Background: an optimization exercise with open tools, aiming at small area and a short achievable clock period. Do not read the settings as production practice. The RTL was checked by simulation tests, not by an equivalence proof against the original design. No activity file was given, so power comes from the tool's default toggle rates.

==> flow/design.v (excerpt) <==
module  fir(
	input clk,
	input rst_n,
	input enable,
	input [2:0] tap,		 
	input [15:0] data_in,
	output [17:0] data_out,
	output complete
);
export LEC_CHECK = 0
export CAP_MARGIN = 20
export CORE_MARGIN = 2
export CORE_UTILIZATION = 40
export CTS_BUF_LIST = sky130_fd_sc_hd__clkbuf_8
export SETUP_SLACK_MARGIN = 1.9
export SLEW_MARGIN = 20
export TNS_END_PERCENT = 5
create_clock -name core_clock -period 4.0 [get_ports {clk}]
standard.sh (not shown) runs the stock make flow with config.mk's settings and CLKGATE_MAP_FILE= SYNTH_SCRIPT=/design/flow/synth_recipe.tcl, a recipe that flattens the netlist after the stock synthesis.
==> flow/flow/run.sh <==
#!/bin/bash
# The standard ORFS layout (the same make call and settings as
# standard.sh, including its synthesis script), with these changes:
#  - port buffers are buf_2 cells (buffer_ports picks delay cells by itself);
#  - Yosys synth runs with -noabc, so no generic abc pass runs before
#    extract_fa (fewer inverters around the adder cells);
#  - clock tree: clkbuf_8 buffers, sinks clustered in groups of up to 15,
#    and no dummy load cells.
# make's output goes to make.log and ORFS keeps each step's log under
# orfs/logs; write_def.log holds the DEF export.
set -euo pipefail
W=$(pwd)
make -C "$FLOW_HOME" DESIGN_CONFIG="$W/config.mk" WORK_HOME="$W/orfs" CLKGATE_MAP_FILE= \
  SYNTH_SCRIPT="$W/synth_recipe.tcl" \
  BUFFER_PORTS_ARGS="-buffer_cell sky130_fd_sc_hd__buf_2" \
  SYNTH_ARGS=-noabc \
  CTS_ARGS="-sink_clustering_enable -repair_clock_nets -buf_list sky130_fd_sc_hd__clkbuf_8 -dont_use_dummy_load -root_buf sky130_fd_sc_hd__clkbuf_16 -sink_clustering_size 15 -sink_clustering_max_diameter 100" \
  finish > "$W/make.log" 2>&1
R="$W/orfs/results/$FLOW_PLATFORM/fir/base"
: # left out here: write the final layout as DEF
Then changed:
==> flow/flow/run.sh (replaced) <==
#!/bin/bash
# The standard ORFS layout (same make targets and settings as standard.sh),
# with these changes: port buffers are buf_2 cells instead of the delay
# cells buffer_ports picks by itself; Yosys synth runs with -noabc, so its generic abc pass does not run before extract_fa.
# Each tool's output goes to a log file here.
set -euo pipefail
W=$(pwd)
make -C "$FLOW_HOME" DESIGN_CONFIG="$W/config.mk" WORK_HOME="$W/orfs" CLKGATE_MAP_FILE= \
  SYNTH_SCRIPT="$W/synth_recipe.tcl" \
  BUFFER_PORTS_ARGS="-buffer_cell sky130_fd_sc_hd__buf_2" SYNTH_ARGS=-noabc CTS_ARGS="-sink_clustering_enable -repair_clock_nets -buf_list sky130_fd_sc_hd__clkbuf_8 -dont_use_dummy_load -sink_clustering_size 15 -sink_clustering_max_diameter 100" \
  finish > "$W/make.log" 2>&1
R="$W/orfs/results/$FLOW_PLATFORM/fir/base"
: # left out here: write the final layout as DEF
Effect: The new run went through all stages and came out clean. Clock power decreases by about 7%. Setup slack got worse by 0.039 ns. Wire length decreases by 0.48%. Worst hold slack hardly moves. Via count decreases by 0.30%.
Then changed:
==> flow/flow/run.sh (replaced) <==
#!/bin/bash
# The standard ORFS layout (the same make call and settings as
# standard.sh, including its synthesis script), with these changes:
#  - port buffers are buf_2 cells (buffer_ports picks delay cells by itself);
#  - Yosys synth runs with -noabc, so no generic abc pass runs before
#    extract_fa (fewer inverters around the adder cells);
#  - clock tree: clkbuf_8 buffers with a clkbuf_16 at the root, sinks
#    clustered in groups of up to 17,
#    and no dummy load cells.
# make's output goes to make.log and ORFS keeps each step's log under
# orfs/logs; write_def.log holds the DEF export.
set -euo pipefail
W=$(pwd)
make -C "$FLOW_HOME" DESIGN_CONFIG="$W/config.mk" WORK_HOME="$W/orfs" CLKGATE_MAP_FILE= \
  SYNTH_SCRIPT="$W/synth_recipe.tcl" \
  BUFFER_PORTS_ARGS="-buffer_cell sky130_fd_sc_hd__buf_2" \
  SYNTH_ARGS=-noabc \
  CTS_ARGS="-sink_clustering_enable -repair_clock_nets -buf_list sky130_fd_sc_hd__clkbuf_8 -dont_use_dummy_load -root_buf sky130_fd_sc_hd__clkbuf_16 -sink_clustering_size 17 -sink_clustering_max_diameter 100" \
  finish > "$W/make.log" 2>&1
R="$W/orfs/results/$FLOW_PLATFORM/fir/base"
: # left out here: write the final layout as DEF
Die area stays the same. Wire length stays flat. First-iteration DRC count falls by a few percent.
Then changed:
==> flow/run.sh (new file) <==
#!/bin/bash
# synth_recipe.tcl (not shown) runs the flow's synth.tcl, then flattens the netlist and writes it again
# the make line also repeats each setting of config.mk as NAME=value (left out here)
make -C /OpenROAD-flow-scripts/flow DESIGN_CONFIG=/design/flow/config.mk WORK_HOME=/design/flow/orfs CLKGATE_MAP_FILE= SYNTH_SCRIPT=/design/flow/synth_recipe.tcl finish
removed: flow/flow/run.sh
removed: flow/standard.sh
After rerunning: The new run completed with no timing, DRC or antenna violations; via count grows by 21%; total power grows by 4.6%; sequential share of layout area shrinks by 5.5 points; worst hold slack is worse by 0.011 ns; synthesized cell count grows by 37%; combinational power shrinks by about 7%; clock skew shrinks by 0.061 ns; count of clock-buffer cells in the layout grows by 32; utilization grows by 3.4 points; die area grows by 4.9%.

==> static timing again, ports no longer ideal <==
Ports are ideal in the flow. The routed layouts listed here were re-timed in OpenROAD. Step 1, drivers: a clkbuf_16 drives clk and a buf_2 each remaining input, both assumed. Step 2 moves the port delays by t, midway between the first and last clock arrival at a register: inputs arrive t later, outputs are due t later. That takes back most of the time a late clock gives input paths. Three values: ideal ports, drivers, drivers and shift; two values: the first two.
run	shift t [ns]	slack for setup (ns)	clock arrival spread, ns
the first run	0.494	2.188 / 2.148 / 2.222	0.048 / 0.048
the second run	0.524	2.149 / 2.115 / 2.223	0.054 / 0.053
the third run	0.472	2.189 / 2.149 / 2.225	0.072 / 0.072
the fourth run	0.536	1.819 / 1.781 / 2.222	0.011 / 0.012
After both steps setup and hold are still met in every run listed.
